Source: an optimization exercise on an open RTL-to-GDS flow (aim: small area). Production flows keep margins and buffers that such runs may drop. Function not checked in this run: the RTL went through the layout flow alone. Power and IR drop assume default switching activity.

`flow/design.v`:
```
`timescale 1ns/10ps
module codenum(clk,rst_n,en_1,en_2,data_in,id0_r,id1_r,code_0,code_1,code_2,code_3,code_4,code_5,code_6,code_7,code_8,code_9);
  input clk;
  input rst_n;
  input [3:0]data_in;
  input en_1; 
  input en_2; 
  input [3:0]id0_r;
  input [3:0]id1_r;
  output [8:0]code_0;
  output [8:0]code_1;
  output [8:0]code_2;
  output [8:0]code_3;
  output [8:0]code_4;
  output [8:0]code_5;
  output [8:0]code_6;
  output [8:0]code_7;
  output [8:0]code_8;
  output [8:0]code_9; 
  reg [8:0]code_num[9:0]; 
  parameter times_max=9'h1FF;
  integer i;
  always@(posedge clk)
    begin
      if(!rst_n)
        for(i=0;i<10;i=i+1)
          code_num[i]<=0;
      else if(en_1) 
    case(data_in)
		4'b0000: code_num[0]<=code_num[0]+1;
		4'b0001: code_num[1]<=code_num[1]+1;
		4'b0010: code_num[2]<=code_num[2]+1;
		4'b0011: code_num[3]<=code_num[3]+1;
		4'b0100: code_num[4]<=code_num[4]+1;
		4'b0101: code_num[5]<=code_num[5]+1;
		4'b0110: code_num[6]<=code_num[6]+1;
		4'b0111: code_num[7]<=code_num[7]+1;
		4'b1000: code_num[8]<=code_num[8]+1;
		4'b1001: code_num[9]<=code_num[9]+1;
    endcase
      else if(en_2) 
       begin
		code_num[id1_r]<=code_num[id1_r]+code_num[id0_r];
		code_num[id0_r]<=times_max;
      end
   end
  assign code_0=code_num[0];
  assign code_1=code_num[1];
  assign code_2=code_num[2];
  assign code_3=code_num[3];
  assign code_4=code_num[4];
  assign code_5=code_num[5];
  assign code_6=code_num[6];
  assign code_7=code_num[7];
  assign code_8=code_num[8];
  assign code_9=code_num[9];
endmodule
module codetree(clk,rst_n,en,vic0,vic1,tree0_tmp,tree1_tmp);
  input clk;
  input rst_n;
  input en; 
  input [3:0]vic0;
  input [3:0]vic1; 
  output [9:0]tree0_tmp;
  output [9:0]tree1_tmp;
  reg [9:0]code_tree[9:0]; 
  always@(posedge clk)
    begin
     if(!rst_n)
        begin
           code_tree[0]<=10'b0000000001;
           code_tree[1]<=10'b0000000010;
           code_tree[2]<=10'b0000000100;
           code_tree[3]<=10'b0000001000;
           code_tree[4]<=10'b0000010000;
           code_tree[5]<=10'b0000100000;
           code_tree[6]<=10'b0001000000;
           code_tree[7]<=10'b0010000000;
           code_tree[8]<=10'b0100000000;
           code_tree[9]<=10'b1000000000;
        end
     else if(en) 
        code_tree[vic1]<=code_tree[vic0]+code_tree[vic1];
  end
  assign tree0_tmp=code_tree[vic0];
  assign tree1_tmp=code_tree[vic1];
endmodule
module control(clk,rst_n,start,start_keep,coding_sign,
               pipe1,pipe2,pipe3,pipe4,pipe5,pipe6,pipe7,pipe8,
               refresh,coding_encoder,fsm_start);
  input clk;
  input rst_n;
  input start;
  output start_keep;
  output coding_sign;
  output reg pipe1;
  output reg pipe2;
  output reg pipe3;
  output reg pipe4;
  output reg pipe5;
  output reg pipe6;
  output reg pipe7;
  output reg pipe8;
  output reg refresh;
  output reg coding_encoder; 
  output  fsm_start; 
  parameter times=256; 
  parameter times_code=9; 
  reg start_reg;
  reg fsm_start_reg;
  reg [7:0]counter;
  always@(posedge clk)
    begin
      if(!rst_n)
        start_reg<=0;
      else if(counter==times-1)
        start_reg<=0;
      else if(start)
        start_reg<=1;
    end
  always@(posedge clk)
    begin
      if(!rst_n)
        counter<=0;
      else if(counter==times-1)
        counter<=0;
      else if(start_reg)
        counter<=counter+1;
    end
  assign start_keep=start_reg;
  reg [3:0]curr_st;
  reg [3:0]next_st;
  reg [7:0]counter_code;
  parameter S0=0;
  parameter S1=1;
  parameter S2=2;
  parameter S3=3;
  parameter S4=4;
  parameter S5=5;
  parameter S6=6;
  parameter S7=7;
  parameter S8=8;
  parameter S9=9;
  parameter S10=10;
  always@(posedge clk)
    begin
    if(!rst_n)
	curr_st<=S0;
    else
	curr_st<=next_st;
	end
  always@(posedge clk)
    begin
     if(next_st==S0)
      counter_code<=0;
     else if(next_st==S1)
      counter_code<=counter_code+1;
    end
  always@(*)
    case(curr_st)
     S0:
      if(counter==times-1)
        next_st=S1;
      else
        next_st=S0;
     S1:next_st=S2;
     S2:next_st=S3;
     S3:next_st=S4;
     S4:next_st=S5;
     S5:next_st=S6;
     S6:next_st=S7;
     S7:next_st=S8;
     S8:next_st=S9;
     S9:next_st=S10;
     S10:
      if(counter_code==times_code)
        next_st=S0;
      else
        next_st=S1;
     default:next_st=S0;
    endcase
 assign coding_sign=(curr_st==S1);
  always@(posedge clk)
    begin
	  if(!rst_n)
        fsm_start_reg<=0;
      else if((curr_st==S10)&&(next_st==S0))
        fsm_start_reg<=1;
	  else
	    fsm_start_reg<=0;
    end
assign fsm_start=fsm_start_reg;
   always@(posedge clk)
    begin
        pipe1<=coding_sign;
    end
   always@(posedge clk)
    begin
        pipe2<=pipe1;
    end
   always@(posedge clk)
    begin
        pipe3<=pipe2;
    end
   always@(posedge clk)
    begin
        pipe4<=pipe3;
    end
   always@(posedge clk)
    begin
        pipe5<=pipe4;
    end
   always@(posedge clk)
    begin
        pipe6<=pipe5;
    end
   always@(posedge clk)
    begin
        pipe7<=pipe6;
    end
   always@(posedge clk)
    begin
        pipe8<=pipe7;
    end
   always@(posedge clk)
    begin
       refresh<=pipe8;
    end
   always@(posedge clk)
    begin
       coding_encoder<=refresh;
    end
 endmodule
 module data_fifo ( rst, clk, rd_en, wr_en, wr_data, rd_data);
 parameter DEPTH=256; 
 parameter WIDTH=4;     
 input                                    rst;
 input                                    clk;
 input                                    rd_en;                 
 input                                    wr_en;                 
 input    [WIDTH-1:0]            wr_data;             
 output[WIDTH-1:0]            rd_data;             
 reg [7:0]                      rd_ptr;               
 reg [7:0]                      wr_ptr;               
 reg                            rd_turn;             
 reg                            wr_turn;             
 reg [WIDTH-1:0]                rd_data_reg;    
 reg [WIDTH-1:0]                fifo_mem [DEPTH-1:0];     
 integer i;
 always @(posedge clk or negedge rst)
   begin
     if (~rst)
       begin
                 rd_ptr <= 0;
                 rd_turn <= 0;
       end
     else if (rd_en)
       begin
                 if (rd_ptr==DEPTH-1)
                     begin
                         rd_ptr <= 0;
                         rd_turn <= ~rd_turn;
                     end
                 else
                     begin
                         rd_ptr <= rd_ptr + 1;
                     end
       end
   end
 always @(posedge clk or negedge rst)
   begin
     if (~rst)
       begin
                 wr_ptr <= 0;
                 wr_turn <= 0;
       end
     else if (wr_en)
       begin
                 if (wr_ptr==DEPTH-1)
                     begin
                         wr_ptr <= 0;
                         wr_turn <= ~wr_turn;
                     end
                 else
                     begin
                         wr_ptr <= wr_ptr + 1;
                     end
       end
   end
 always @(posedge clk or negedge rst)
   begin
     if (~rst)
       begin
           for(i=0;i<DEPTH;i=i+1)
                     begin
                         fifo_mem[i] <= 0;
                     end
       end
     else if (wr_en)
       begin
           fifo_mem[wr_ptr] <= wr_data;
       end
   end
 always @(posedge clk or negedge rst)
   begin
     if (~rst)
       begin
           rd_data_reg <= 0;
       end
     else if (rd_en)
       begin
           rd_data_reg <= fifo_mem[rd_ptr];
       end
   end
 assign rd_data = rd_data_reg;
 endmodule
module encoder(clk,rst_n,en,r_tree,
 tree_r0,tree_r1,codehf_0,codehf_1,codehf_2,codehf_3,codehf_4,codehf_5,codehf_6,codehf_7,codehf_8,codehf_9,
 code_length_0,code_length_1,code_length_2,code_length_3,code_length_4,code_length_5,code_length_6,code_length_7,code_length_8,code_length_9);
   input clk;
   input rst_n;
   input en; 
   input r_tree; 
   input [9:0]tree_r0; 
   input [9:0]tree_r1; 
   output [8:0]codehf_0;
   output [8:0]codehf_1;
   output [8:0]codehf_2;
   output [8:0]codehf_3;
   output [8:0]codehf_4;
   output [8:0]codehf_5;
   output [8:0]codehf_6;
   output [8:0]codehf_7;
   output [8:0]codehf_8;
   output [8:0]codehf_9; 
   output [3:0]code_length_0;
   output [3:0]code_length_1;
   output [3:0]code_length_2;
   output [3:0]code_length_3;
   output [3:0]code_length_4;
   output [3:0]code_length_5;
   output [3:0]code_length_6;
   output [3:0]code_length_7;
   output [3:0]code_length_8;
   output [3:0]code_length_9;  
   reg [8:0]code_hoff[9:0];  
   reg [8:0]code_sign[9:0];  
   reg [3:0]code_length[9:0];
   reg [9:0]tree_sum;
   reg [9:0]tree_1;
   integer i,j;
 always@(posedge clk)
   begin
   if (!rst_n)
     begin
     code_hoff[0]<=9'b0_0000_0000;
     code_hoff[1]<=9'b0_0000_0000;
     code_hoff[2]<=9'b0_0000_0000;
     code_hoff[3]<=9'b0_0000_0000;
     code_hoff[4]<=9'b0_0000_0000;
     code_hoff[5]<=9'b0_0000_0000;
     code_hoff[6]<=9'b0_0000_0000;
     code_hoff[7]<=9'b0_0000_0000;
     code_hoff[8]<=9'b0_0000_0000;
     code_hoff[9]<=9'b0_0000_0000; 
     code_sign[0]<=9'b0_0000_0001;
     code_sign[1]<=9'b0_0000_0001;
     code_sign[2]<=9'b0_0000_0001;
     code_sign[3]<=9'b0_0000_0001;
     code_sign[4]<=9'b0_0000_0001;
     code_sign[5]<=9'b0_0000_0001;
     code_sign[6]<=9'b0_0000_0001;
     code_sign[7]<=9'b0_0000_0001;
     code_sign[8]<=9'b0_0000_0001;
     code_sign[9]<=9'b0_0000_0001; 
     code_length[0]<=0;
     code_length[1]<=0;
     code_length[2]<=0;
     code_length[3]<=0;
     code_length[4]<=0;
     code_length[5]<=0;
     code_length[6]<=0;
     code_length[7]<=0;
     code_length[8]<=0;
     code_length[9]<=0;
     end
   else if(en)
    begin
     for(i=0;i<10;i=i+1)
     if(tree_1[i]==1)
      code_hoff[i]<=code_hoff[i]|code_sign[i];
     for(j=0;j<10;j=j+1)
      if(tree_sum[j]==1)
       begin
        code_sign[j]<=code_sign[j]<<1;
        code_length[j]<=code_length[j]+1;
       end
    end
 end
 always@(posedge clk)
    begin
     if(r_tree)
      begin
       tree_sum<=tree_r0+tree_r1;
       tree_1<=tree_r1;
      end
    end
    assign codehf_0=code_hoff[0];
    assign codehf_1=code_hoff[1];
    assign codehf_2=code_hoff[2];
    assign codehf_3=code_hoff[3];
    assign codehf_4=code_hoff[4];
    assign codehf_5=code_hoff[5];
    assign codehf_6=code_hoff[6];
    assign codehf_7=code_hoff[7];
    assign codehf_8=code_hoff[8];
    assign codehf_9=code_hoff[9];
    assign code_length_0=code_length[0];
    assign code_length_1=code_length[1];
    assign code_length_2=code_length[2];
    assign code_length_3=code_length[3];
    assign code_length_4=code_length[4];
    assign code_length_5=code_length[5];
    assign code_length_6=code_length[6];
    assign code_length_7=code_length[7];
    assign code_length_8=code_length[8];
    assign code_length_9=code_length[9];
 endmodule
module Output(clk,data_in,rst_n,fsm_start,
              codehf_r0,codehf_r1,codehf_r2,codehf_r3,codehf_r4,codehf_r5,codehf_r6,codehf_r7,codehf_r8,codehf_r9,
              length_r0,length_r1,length_r2,length_r3,length_r4,length_r5,length_r6,length_r7,length_r8,length_r9,
              output_data,output_start,output_done,fifo_rd);
input clk;
input [3:0]data_in; 
input rst_n;
input [8:0]codehf_r0;
input [8:0]codehf_r1;
input [8:0]codehf_r2;
input [8:0]codehf_r3;
input [8:0]codehf_r4;
input [8:0]codehf_r5;
input [8:0]codehf_r6;
input [8:0]codehf_r7;
input [8:0]codehf_r8;
input [8:0]codehf_r9; 
input [3:0]length_r0;
input [3:0]length_r1;
input [3:0]length_r2;
input [3:0]length_r3;
input [3:0]length_r4;
input [3:0]length_r5;
input [3:0]length_r6;
input [3:0]length_r7;
input [3:0]length_r8;
input [3:0]length_r9; 
input fsm_start; 
output reg output_data; 
output reg output_start; 
output reg output_done; 
output fifo_rd; 
parameter S_IDLE=2'b00;
parameter S_TABLE=2'b01; 
parameter S_DATA=2'b10; 
parameter L2=9; 
parameter L4=255; 
reg [1:0]curr_st;
reg [3:0]cnt_10; 
reg [8:0]cnt_256; 
reg [3:0]cnt_output; 
wire [3:0]sym=(curr_st==S_TABLE)?cnt_10:data_in;
reg [8:0]hoff_sel;
reg [3:0]length_sel;
always@(*)
  begin
   case(sym)
     4'b0000: begin hoff_sel=codehf_r0; length_sel=length_r0; end
     4'b0001: begin hoff_sel=codehf_r1; length_sel=length_r1; end
     4'b0010: begin hoff_sel=codehf_r2; length_sel=length_r2; end
     4'b0011: begin hoff_sel=codehf_r3; length_sel=length_r3; end
     4'b0100: begin hoff_sel=codehf_r4; length_sel=length_r4; end
     4'b0101: begin hoff_sel=codehf_r5; length_sel=length_r5; end
     4'b0110: begin hoff_sel=codehf_r6; length_sel=length_r6; end
     4'b0111: begin hoff_sel=codehf_r7; length_sel=length_r7; end
     4'b1000: begin hoff_sel=codehf_r8; length_sel=length_r8; end
     4'b1001: begin hoff_sel=codehf_r9; length_sel=length_r9; end
     default: begin hoff_sel=0; length_sel=0; end
   endcase
  end
wire [3:0]length_m1=length_sel-4'd1;
wire [3:0]bit_idx=length_m1-cnt_output; 
wire last_bit=(cnt_output==length_m1);
wire table_end=(curr_st==S_TABLE)&&last_bit&&(cnt_10==L2);
wire data_end=(curr_st==S_DATA)&&last_bit&&(cnt_256==L4);
always@(posedge clk)
  begin
   if(!rst_n)
    begin
     curr_st<=S_IDLE;
     cnt_10<=0;
     cnt_256<=0;
     cnt_output<=0;
    end
   else
    case(curr_st)
     S_IDLE:
      if(fsm_start)
       begin
        curr_st<=S_TABLE;
        cnt_10<=0;
        cnt_output<=0;
       end
     S_TABLE:
      if(last_bit)
       begin
        cnt_output<=0;
        if(cnt_10==L2)
         begin
          curr_st<=S_DATA;
          cnt_256<=0;
         end
        else
         cnt_10<=cnt_10+1;
       end
      else
       cnt_output<=cnt_output+1;
     S_DATA:
      if(last_bit)
       begin
        cnt_output<=0;
        if(cnt_256==L4)
         curr_st<=S_IDLE;
        else
         cnt_256<=cnt_256+1;
       end
      else
       cnt_output<=cnt_output+1;
     default: curr_st<=S_IDLE;
    endcase
  end
always@(posedge clk)
  begin
   if(!rst_n)
    begin
     output_data<=0;
     output_start<=0;
     output_done<=0;
    end
   else
    begin
     output_data<=(curr_st==S_IDLE)?1'b0:hoff_sel[bit_idx];
     output_start<=(curr_st==S_TABLE)&&(cnt_10==0)&&(cnt_output==0);
     output_done<=data_end;
    end
  end
assign fifo_rd=table_end|((curr_st==S_DATA)&&last_bit&&(cnt_256!=L4));
endmodule
module selector(clk,rst_n,coding_sign,pipe1,pipe2,pipe3,pipe4,pipe5,pipe6,pipe7,pipe8,code_r0,code_r1,code_r2,code_r3,code_r4,code_r5,code_r6,code_r7,code_r8,code_r9,id0,id1);
  input clk;
  input rst_n;
  input coding_sign; 
  input pipe1;
  input pipe2;
  input pipe3;
  input pipe4;
  input pipe5;
  input pipe6;
  input pipe7;
  input pipe8; 
  input [8:0]code_r0;
  input [8:0]code_r1;
  input [8:0]code_r2;
  input [8:0]code_r3;
  input [8:0]code_r4;
  input [8:0]code_r5;
  input [8:0]code_r6;
  input [8:0]code_r7;
  input [8:0]code_r8;
  input [8:0]code_r9; 
  output  [3:0]id0;
  output  [3:0]id1;
  reg [8:0]code_num_tmp[3:0];
  reg [3:0]code_idx[5:0];
  reg [8:0]code_num_1[9:0]; 
  always@(posedge clk)
  begin
    if(coding_sign)
	 begin
		code_num_tmp[0]<=(code_r0>=code_r1)?code_r1:code_r0;
		code_num_tmp[1]<=(code_r2>=code_r3)?code_r3:code_r2;
		code_num_tmp[2]<=(code_r4>=code_r5)?code_r5:code_r4;
		code_num_tmp[3]<=(code_r6>=code_r7)?code_r7:code_r6;
		code_idx[0]<=(code_r0>=code_r1)?1:0;
		code_idx[1]<=(code_r2>=code_r3)?3:2;
		code_idx[2]<=(code_r4>=code_r5)?5:4;
		code_idx[3]<=(code_r6>=code_r7)?7:6;
     end
    else if(pipe1)
     begin
		code_num_tmp[0]<=(code_num_tmp[0]>=code_num_tmp[1])?code_num_tmp[1]:code_num_tmp[0];
		code_num_tmp[1]<=(code_num_tmp[2]>=code_num_tmp[3])?code_num_tmp[3]:code_num_tmp[2];
		code_idx[0]<=(code_num_tmp[0]>=code_num_tmp[1])?code_idx[1]:code_idx[0];
		code_idx[1]<=(code_num_tmp[2]>=code_num_tmp[3])?code_idx[3]:code_idx[2];
     end
    else if(pipe2)
     begin
		code_num_tmp[0]<=(code_num_tmp[0]>=code_num_tmp[1])?code_num_tmp[1]:code_num_tmp[0];
		code_idx[0]<=(code_num_tmp[0]>=code_num_tmp[1])?code_idx[1]:code_idx[0];
		code_num_tmp[1]<=(code_r8>=code_r9)?code_r9:code_r8; 
		code_idx[1]<=(code_r8>=code_r9)?9:8;
     end
    else if(pipe3)
		code_idx[4]<=(code_num_tmp[0]>=code_num_tmp[1])?code_idx[1]:code_idx[0];
    else if(pipe4)
     begin
		code_num_1[0]<=(id0==0)?9'h1FF:code_r0;
		code_num_1[1]<=(id0==1)?9'h1FF:code_r1;
		code_num_1[2]<=(id0==2)?9'h1FF:code_r2;
		code_num_1[3]<=(id0==3)?9'h1FF:code_r3;
		code_num_1[4]<=(id0==4)?9'h1FF:code_r4;
		code_num_1[5]<=(id0==5)?9'h1FF:code_r5;
		code_num_1[6]<=(id0==6)?9'h1FF:code_r6;
		code_num_1[7]<=(id0==7)?9'h1FF:code_r7;
		code_num_1[8]<=(id0==8)?9'h1FF:code_r8;
		code_num_1[9]<=(id0==9)?9'h1FF:code_r9;
     end
    else if(pipe5) 
	 begin
		code_num_tmp[0]<=(code_num_1[0]>=code_num_1[1])?code_num_1[1]:code_num_1[0];
		code_num_tmp[1]<=(code_num_1[2]>=code_num_1[3])?code_num_1[3]:code_num_1[2];
		code_num_tmp[2]<=(code_num_1[4]>=code_num_1[5])?code_num_1[5]:code_num_1[4];
		code_num_tmp[3]<=(code_num_1[6]>=code_num_1[7])?code_num_1[7]:code_num_1[6];
		code_idx[0]<=(code_num_1[0]>=code_num_1[1])?1:0;
		code_idx[1]<=(code_num_1[2]>=code_num_1[3])?3:2;
		code_idx[2]<=(code_num_1[4]>=code_num_1[5])?5:4;
		code_idx[3]<=(code_num_1[6]>=code_num_1[7])?7:6;
	 end
    else if(pipe6)
     begin
		code_num_tmp[0]<=(code_num_tmp[0]>=code_num_tmp[1])?code_num_tmp[1]:code_num_tmp[0];
		code_num_tmp[1]<=(code_num_tmp[2]>=code_num_tmp[3])?code_num_tmp[3]:code_num_tmp[2];
		code_idx[0]<=(code_num_tmp[0]>=code_num_tmp[1])?code_idx[1]:code_idx[0];
		code_idx[1]<=(code_num_tmp[2]>=code_num_tmp[3])?code_idx[3]:code_idx[2]; 
     end
    else if(pipe7)
     begin
		code_num_tmp[0]<=(code_num_tmp[0]>=code_num_tmp[1])?code_num_tmp[1]:code_num_tmp[0];
		code_idx[0]<=(code_num_tmp[0]>=code_num_tmp[1])?code_idx[1]:code_idx[0];
		code_num_tmp[1]<=(code_num_1[8]>=code_num_1[9])?code_num_1[9]:code_num_1[8];
		code_idx[1]<=(code_num_1[8]>=code_num_1[9])?9:8;
     end
    else if(pipe8)
     code_idx[5]<=(code_num_tmp[0]>=code_num_tmp[1])?code_idx[1]:code_idx[0];
  end
  assign id0=code_idx[4];
  assign id1=code_idx[5];
endmodule
module HuffmanCoding(clk,rst_n,start,data_in,output_start,output_data,output_done);
  input rst_n;
  input clk;
  input start;
  input [3:0]data_in;
  output output_data;
  output output_done;
  output output_start;
   wire start_keep;
   wire coding_sign;
   wire [8:0]code_r0;
   wire [8:0]code_r1;
   wire [8:0]code_r2;
   wire [8:0]code_r3;
   wire [8:0]code_r4;
   wire [8:0]code_r5;
   wire [8:0]code_r6;
   wire [8:0]code_r7;
   wire [8:0]code_r8;
   wire [8:0]code_r9;
   wire [3:0]id0;
   wire [3:0]id1;
   wire [9:0]tree0_tmp;
   wire [9:0]tree1_tmp;
   wire  [8:0]codehf_0;
   wire  [8:0]codehf_1;
   wire  [8:0]codehf_2;
   wire  [8:0]codehf_3;
   wire  [8:0]codehf_4;
   wire  [8:0]codehf_5;
   wire  [8:0]codehf_6;
   wire  [8:0]codehf_7;
   wire  [8:0]codehf_8;
   wire  [8:0]codehf_9;
   wire  [3:0]code_length_0;
   wire  [3:0]code_length_1;
   wire  [3:0]code_length_2;
   wire  [3:0]code_length_3;
   wire  [3:0]code_length_4;
   wire  [3:0]code_length_5;
   wire  [3:0]code_length_6;
   wire  [3:0]code_length_7;
   wire  [3:0]code_length_8;
   wire  [3:0]code_length_9;
   wire fifo_rd;
   wire fsm_start;
   wire [3:0]data_in_out;
 control control(.clk(clk),.rst_n(rst_n),.start(start),.start_keep(start_keep),.coding_sign(coding_sign),.fsm_start(fsm_start),.pipe1(coding_sign_delay),.pipe2(coding_sign_delay2),.pipe3(coding_sign_delay3),.pipe4(coding_sign_delay4),.pipe5(coding_sign_delay5),.pipe6(coding_sign_delay6),.pipe7(coding_sign_delay7),.pipe8(coding_sign_delay8),.refresh(coding_sign_delay9),.coding_encoder(coding_sign_tree));
 codenum codenum(.clk(clk),.rst_n(rst_n),.en_1(start_keep),.en_2(coding_sign_delay9),.data_in(data_in),.code_0(code_r0),.code_1(code_r1),.code_2(code_r2),.code_3(code_r3),.code_4(code_r4),.code_5(code_r5),.code_6(code_r6),.code_7(code_r7),.code_8(code_r8),.code_9(code_r9),.id0_r(id0),.id1_r(id1));
 selector selector(.clk(clk),.rst_n(rst_n),.coding_sign(coding_sign),.pipe1(coding_sign_delay),.pipe2(coding_sign_delay2),.pipe3(coding_sign_delay3),.pipe4(coding_sign_delay4),.pipe5(coding_sign_delay5),.pipe6(coding_sign_delay6),.pipe7(coding_sign_delay7),.pipe8(coding_sign_delay8),.code_r0(code_r0),.code_r1(code_r1),.code_r2(code_r2),.code_r3(code_r3),.code_r4(code_r4),.code_r5(code_r5),.code_r6(code_r6),.code_r7(code_r7),.code_r8(code_r8),.code_r9(code_r9),.id0(id0),.id1(id1));
 codetree codetree(.clk(clk),.rst_n(rst_n),.en(coding_sign_delay9),.vic0(id0),.vic1(id1),.tree0_tmp(tree0_tmp),.tree1_tmp(tree1_tmp));
 encoder encoder(.clk(clk),.rst_n(rst_n),.en(coding_sign_tree),.r_tree(coding_sign_delay9),.tree_r0(tree0_tmp),.tree_r1(tree1_tmp),.codehf_0(codehf_0),.codehf_1(codehf_1),.codehf_2(codehf_2),.codehf_3(codehf_3),.codehf_4(codehf_4),.codehf_5(codehf_5),.codehf_6(codehf_6),.codehf_7(codehf_7),.codehf_8(codehf_8),.codehf_9(codehf_9),.
 code_length_0(code_length_0),.code_length_1(code_length_1),.code_length_2(code_length_2),.code_length_3(code_length_3),.code_length_4(code_length_4),.code_length_5(code_length_5),.code_length_6(code_length_6),.code_length_7(code_length_7),.code_length_8(code_length_8),.code_length_9(code_length_9));
 Output Output(.clk(clk),.rst_n(rst_n),
 .codehf_r0(codehf_0),.codehf_r1(codehf_1),.codehf_r2(codehf_2),.codehf_r3(codehf_3),.codehf_r4(codehf_4),.codehf_r5(codehf_5),.codehf_r6(codehf_6),.codehf_r7(codehf_7),.codehf_r8(codehf_8),.codehf_r9(codehf_9),
 .length_r0(code_length_0),.length_r1(code_length_1),.length_r2(code_length_2),.length_r3(code_length_3),.length_r4(code_length_4),.length_r5(code_length_5),.length_r6(code_length_6),.length_r7(code_length_7),.length_r8(code_length_8),.length_r9(code_length_9),
 .output_data(output_data),.data_in(data_in_out),.output_start(output_start),.output_done(output_done),.fifo_rd(fifo_rd),.fsm_start(fsm_start));
 data_fifo data_fifo(.clk(clk),.rst(rst_n),.wr_data(data_in),.rd_data(data_in_out),.rd_en(fifo_rd),.wr_en(start_keep));
 endmodule
```
`flow/run.sh`:
```
#!/bin/bash
# synth_recipe.tcl (not shown) runs the flow's synth.tcl, then flattens the netlist and writes it again
# the make line also repeats each setting of config.mk as NAME=value (left out here)
make -C /OpenROAD-flow-scripts/flow DESIGN_CONFIG=/design/flow/config.mk WORK_HOME=/design/flow/orfs CLKGATE_MAP_FILE= SYNTH_SCRIPT=/design/flow/synth_recipe.tcl finish
```
`flow/config.mk`:
```
export PLATFORM = sky130hd
export DESIGN_NAME = HuffmanCoding
export DESIGN_NICKNAME = HuffmanCoding
export VERILOG_FILES = /design/flow/design.v
export SDC_FILE = /design/flow/constraint.sdc
export NUM_CORES = 4
export LEC_CHECK = 0
export CAP_MARGIN = 20
export CORE_MARGIN = 2
export CORE_UTILIZATION = 45
export PLACE_DENSITY = 0.6
export SLEW_MARGIN = 20
```
`flow/constraint.sdc`:
```
create_clock -name core_clock -period 8.0 [get_ports {clk}]
set_input_delay 1.6000 -clock core_clock [delete_from_list [all_inputs] [get_ports {clk}]]
set_output_delay 1.6000 -clock core_clock [all_outputs]
set_load 0.01 [all_outputs]
```
==> out/summary.md <==
- 0 — Setup Buffers After CTS
- flop to flop — min-delay worst type
- 1.06 — placer congestion estimate
- 403,000 µm — aggregate routed wire length
- no — unrepaired setup endpoints after global routing
- data_fifo.rd_ptr[3] — launching point of the worst reg2reg path
- 0.231 mV — Worst IR Drop VDD
- 25.6% — share of layout cells above drive strength 1
- 1,066 x mux2_2, 1,042 x dfrtp_1, 664 x nor2_1 — commonest cells after routing, fill and taps aside
- 177 — largest net degree at the start of global routing
- 2 — Bufs and invs on worst path
- 50.9% — sequential share of the synthesized area
- 550,000 µm — wire length of the first global-routing pass
- 11.4% — Syn-to-layout area delta
- control.pipe7 — hold wc startpoint
- 28.9% — switching share of total power
- 0 — Min-Delay Path Depth
- 10 — # IOs
- 280,000 µm — HPWL reported at the end of detailed placement
- 11 — depth of the worst register-to-register path
- 40,400 µm² — area taken by multi-input logic gates
- 6.85 — routed via count divided by cell count
- 0 ns — Post-Route Setup TNS
- 0.350 ns — hold slack final
- 7,680 — number of instances in the synthesized netlist
- 2.37 ns — PnR worst setup slack
- 8.76 ns — worst path required time
- 44.9% — Reg power frac
- 241 nW/µm² — power density over the cells
- 44,400 µm² — area taken by flip-flops and latches
- 324 — number of enable flip-flop cells after synthesis
- 1.23% — area share of xor/xnor cells in the synthesized design
- 14.6% — combinational group share of total power
- 0 — max-cap violation count
- 0 — DRC violation count after routing
- 30.0% — share of the synthesized area in the top cell type
- 40.5% — Clock power frac
- 24 — YS warnings
- 40.1 nW — static leakage power
- 0.90 ns — Worst-Skew Late Latency
- 2.62 ns — worst slack at placement
- 87,200 µm² — Post-Synthesis Cell Area
- 0.0167 W — internal power consumption
- complete, no violations — run status
- 194 — cts bufs inserted
- 70.4% — period utilization
- 444 µm — die outline width
- 2.37 ns — reg-to-reg slack, setup
- 88 — Netlist cell types
- flop — Setup crit end kind
- 90,300 µm² — cell area after placement
- 0 — remaining antenna violation count after routing
- 1.00 ns — peak per-stage delay on the critical path
- 17.1k — total of fill cells in the finished design
- 40.1% — gr usage total
- 4 — number of H-tree levels
- 5.63 ns — time the worst path needs with I/O delays and setup
- 9 — number of detailed-routing iterations run before antenna repair
- 11.0% — post-synthesis simple-gate area fraction
- 70.2k — via total after detailed routing
- 10.3k — initial detailed-routing violation count
- 66.0k — via count of the first global-routing pass
- 197,000 µm² — floorplan die area
- dfrtp_1 — Synth Flop Type
- multiplexers — combinational family with the most area after synthesis
- 11.4 µm² — synthesized area per cell
- dfrtp_1 — cell accounting for the most synthesized area
- 0 — hold bufs inserted after CTS
- data_fifo.rd_data_reg[3] — reg-to-reg critical path endpoint
- dfrtp_1 30%, mux2_2 14%, edfxtp_1 11%, dfxtp_1 9.8%, mux4_2 5.0% — ranking of synthesized cells by area
- 3 — Max Root-Sink Buffers
- 45.3% — starting density of the core
- 97,100 µm² — final standard cell area without fillers
- data_fifo.fifo_mem x1024, codetree.code_tree x160, codenum.code_num x144 — largest registers
- 0 — global route total overflow
- 2.51% — area share of fa/ha/maj cells after synthesis
- 444 µm — height of the chip
- 6.39 ns — arrival time at the worst endpoint
- inv_1 > and3_2 > buf_4 > a22oi_1 > o22ai_1 > nor4_1 > o2111ai_1 > nor3_1 > nand4_1 > a2111oi_0 > o21ai_1 — worst-path cell chain
- 51 — number of antenna violations at the first check in global routing
- control.pipe8 — Hold EP
- 1.29 ns — transition time of the tightest slew-check pin
- 0.00678 W — net load switching power
- 39.3 µm — drt wl/cell
- clkbuf_16 — root buffer cell
- 1,794 — post-synthesis register bit count
- 0 — final number of setup-violating endpoints
- 178 MHz — achievable frequency
- mux2_2 — most common cell after layout, fill and taps aside
- 58.2% — proportion of synthesized flip-flops having asynchronous set or reset
- 0.06 ns — clock transition time at the flip-flop clock pins of the worst setup and hold paths
- 193,000 µm² — Placeable Area
- 9 — Port Buf Inserts
- flop to flop — class of the most critical setup path
- 0 — number of gates resized after cts
- 20.2% — share of synthesized area spent on multiplexers
- 7,707 — total number of nets in the final design
- 13.9% — Worst slew margin
- 1,794 — clock sink count
- built — CTS tree
- dfrtp_1 — cell type of the slowest stage on the worst timing path
- 33 — highest net fanout along the worst path
- 161 — number of cell rows
- flop — crit start category
- 0 — total count of hold-check failures in the final report
- simple AND/OR/NAND/NOR gates — Largest delay share family, worst path
- 0.0531 ns — final setup skew
- 11.0% — fraction of the mapped netlist area in compound gates
- data_fifo.fifo_mem — register ranked first by flip-flop count
- 0 — Max Slew Vio Count
- 1,024 — flip-flop count of the largest register after layout
- 7,860 — post-synth net total
## worst max path at each step
stage,slack (ns),to,from,depth (start not counted)
6_report,2.37,data_fifo.rd_data_reg[3],data_fifo.rd_ptr[3],11
4_1_cts,2.61,data_fifo.rd_ptr[7],Output.curr_st[1],15
3_3_place_gp,2.54,data_fifo.rd_ptr[7],Output.curr_st[1],15
3_5_place_dp,2.62,data_fifo.rd_ptr[7],Output.curr_st[1],15
5_1_grt,2.39,codenum.code_num[8][8],flop,13
2_1_floorplan,1.66,selector.code_num_1[0][0],control.curr_st[3],4
## power by group through the flow
stage / logic [W] / registers (W) / clock network [W]
after floorplan: 0.00227 / 0.0103 / 0
after global placement: 0.00330 / 0.0107 / 0
after detailed placement: 0.00335 / 0.0107 / 0
after CTS: 0.00337 / 0.0105 / 0.00958
after global routing: 0.00364 / 0.0106 / 0.00991
final: 0.00342 / 0.0105 / 0.00951
## kinds of logic (layout without fill, tap and decap cells)
logic type	Yosys count	in the layout
adder cells (fa/ha/maj)	173	173
other	0	23
multiplexers	1381	1381
flip-flops	1794	1794
buffers and inverters	730	744
AO/OA/AOI/OAI	1388	1388
AND/OR/NAND/NOR	2092	2092
XOR/XNOR	122	122
## through the flow
step / cells / utilization, % / power [W]
after floorplan: 7680 / - / 0.0126
after global placement: 9854 / 46.9 / 0.0140
after detailed placement: 9857 / 46.9 / 0.0140
after CTS: 10200 / 50.4 / 0.0234
after global routing: 10200 / 50.4 / 0.0241
final: 10200 / 50.4 / 0.0235
## cell type report
| class | instances | area share [%] |
|---|---|---|
| antenna | 23 | 0.0593 |
| clock buffer | 285 | 5.91 |
| clock inverter | 78 | 0.984 |
| inverter | 165 | 0.645 |
| multi-input combinational | 5156 | 41.6 |
| sequential | 1794 | 45.7 |
| tap | 2526 | 3.25 |
| timing repair buffer | 216 | 1.80 |
## Yosys cell counts (all sizes together) (82+ instances only)
library cell	count
mux2	1068
dfrtp	1044
nor2	680
nand2	586
clkbuf	498
dfxtp	426
a21oi	327
edfxtp	324
nand3	279
a22oi	254
mux4	192
ha	170
inv	165
o21ai	162
mux2i	121
o22ai	119
a32oi	100
nand4	93
o211ai	82
or2	82
## routing by layer
layer  GRT usage, %  wire [µm]
met1           53.9     161000
met2           54.1     160000
met3           18.3      57300
met4           19.6      23300
met5           1.44        790

-- what the ideal ports hide --
How much do the figures lean on ideal ports? The routed layout below was timed once more, with nothing changed but the port constraints.
Step 1 (the two cells are an assumption about what drives the block):
set clk [get_ports {clk}]
set_driving_cell -lib_cell sky130_fd_sc_hd__clkbuf_16 $clk
set_driving_cell -lib_cell sky130_fd_sc_hd__buf_2 [delete_from_list [all_inputs] $clk]
Step 2 adds t to the input delays and takes it off the output delays; t is the mean of the earliest and latest rising clock arrival at the registers after step 1. Input paths then give back, and output paths get back, about the clock's delay inside the block.
a / b / c = no drivers / after step 1 / after step 2; a / b = the first two.
shift t [ns]: 0.961
setup slack, ns: 2.369 / 2.369 / 2.369
worst setup path at the end: register to register
latest minus earliest clock arrival (ns): 0.054 / 0.054
worst register clock-pin slew, ns: 0.07 / 0.07
After both steps setup and hold are still met in this run. For this run, drivers alone change the setup slack by 0.000 ns; drivers and shift together by 0.000 ns.
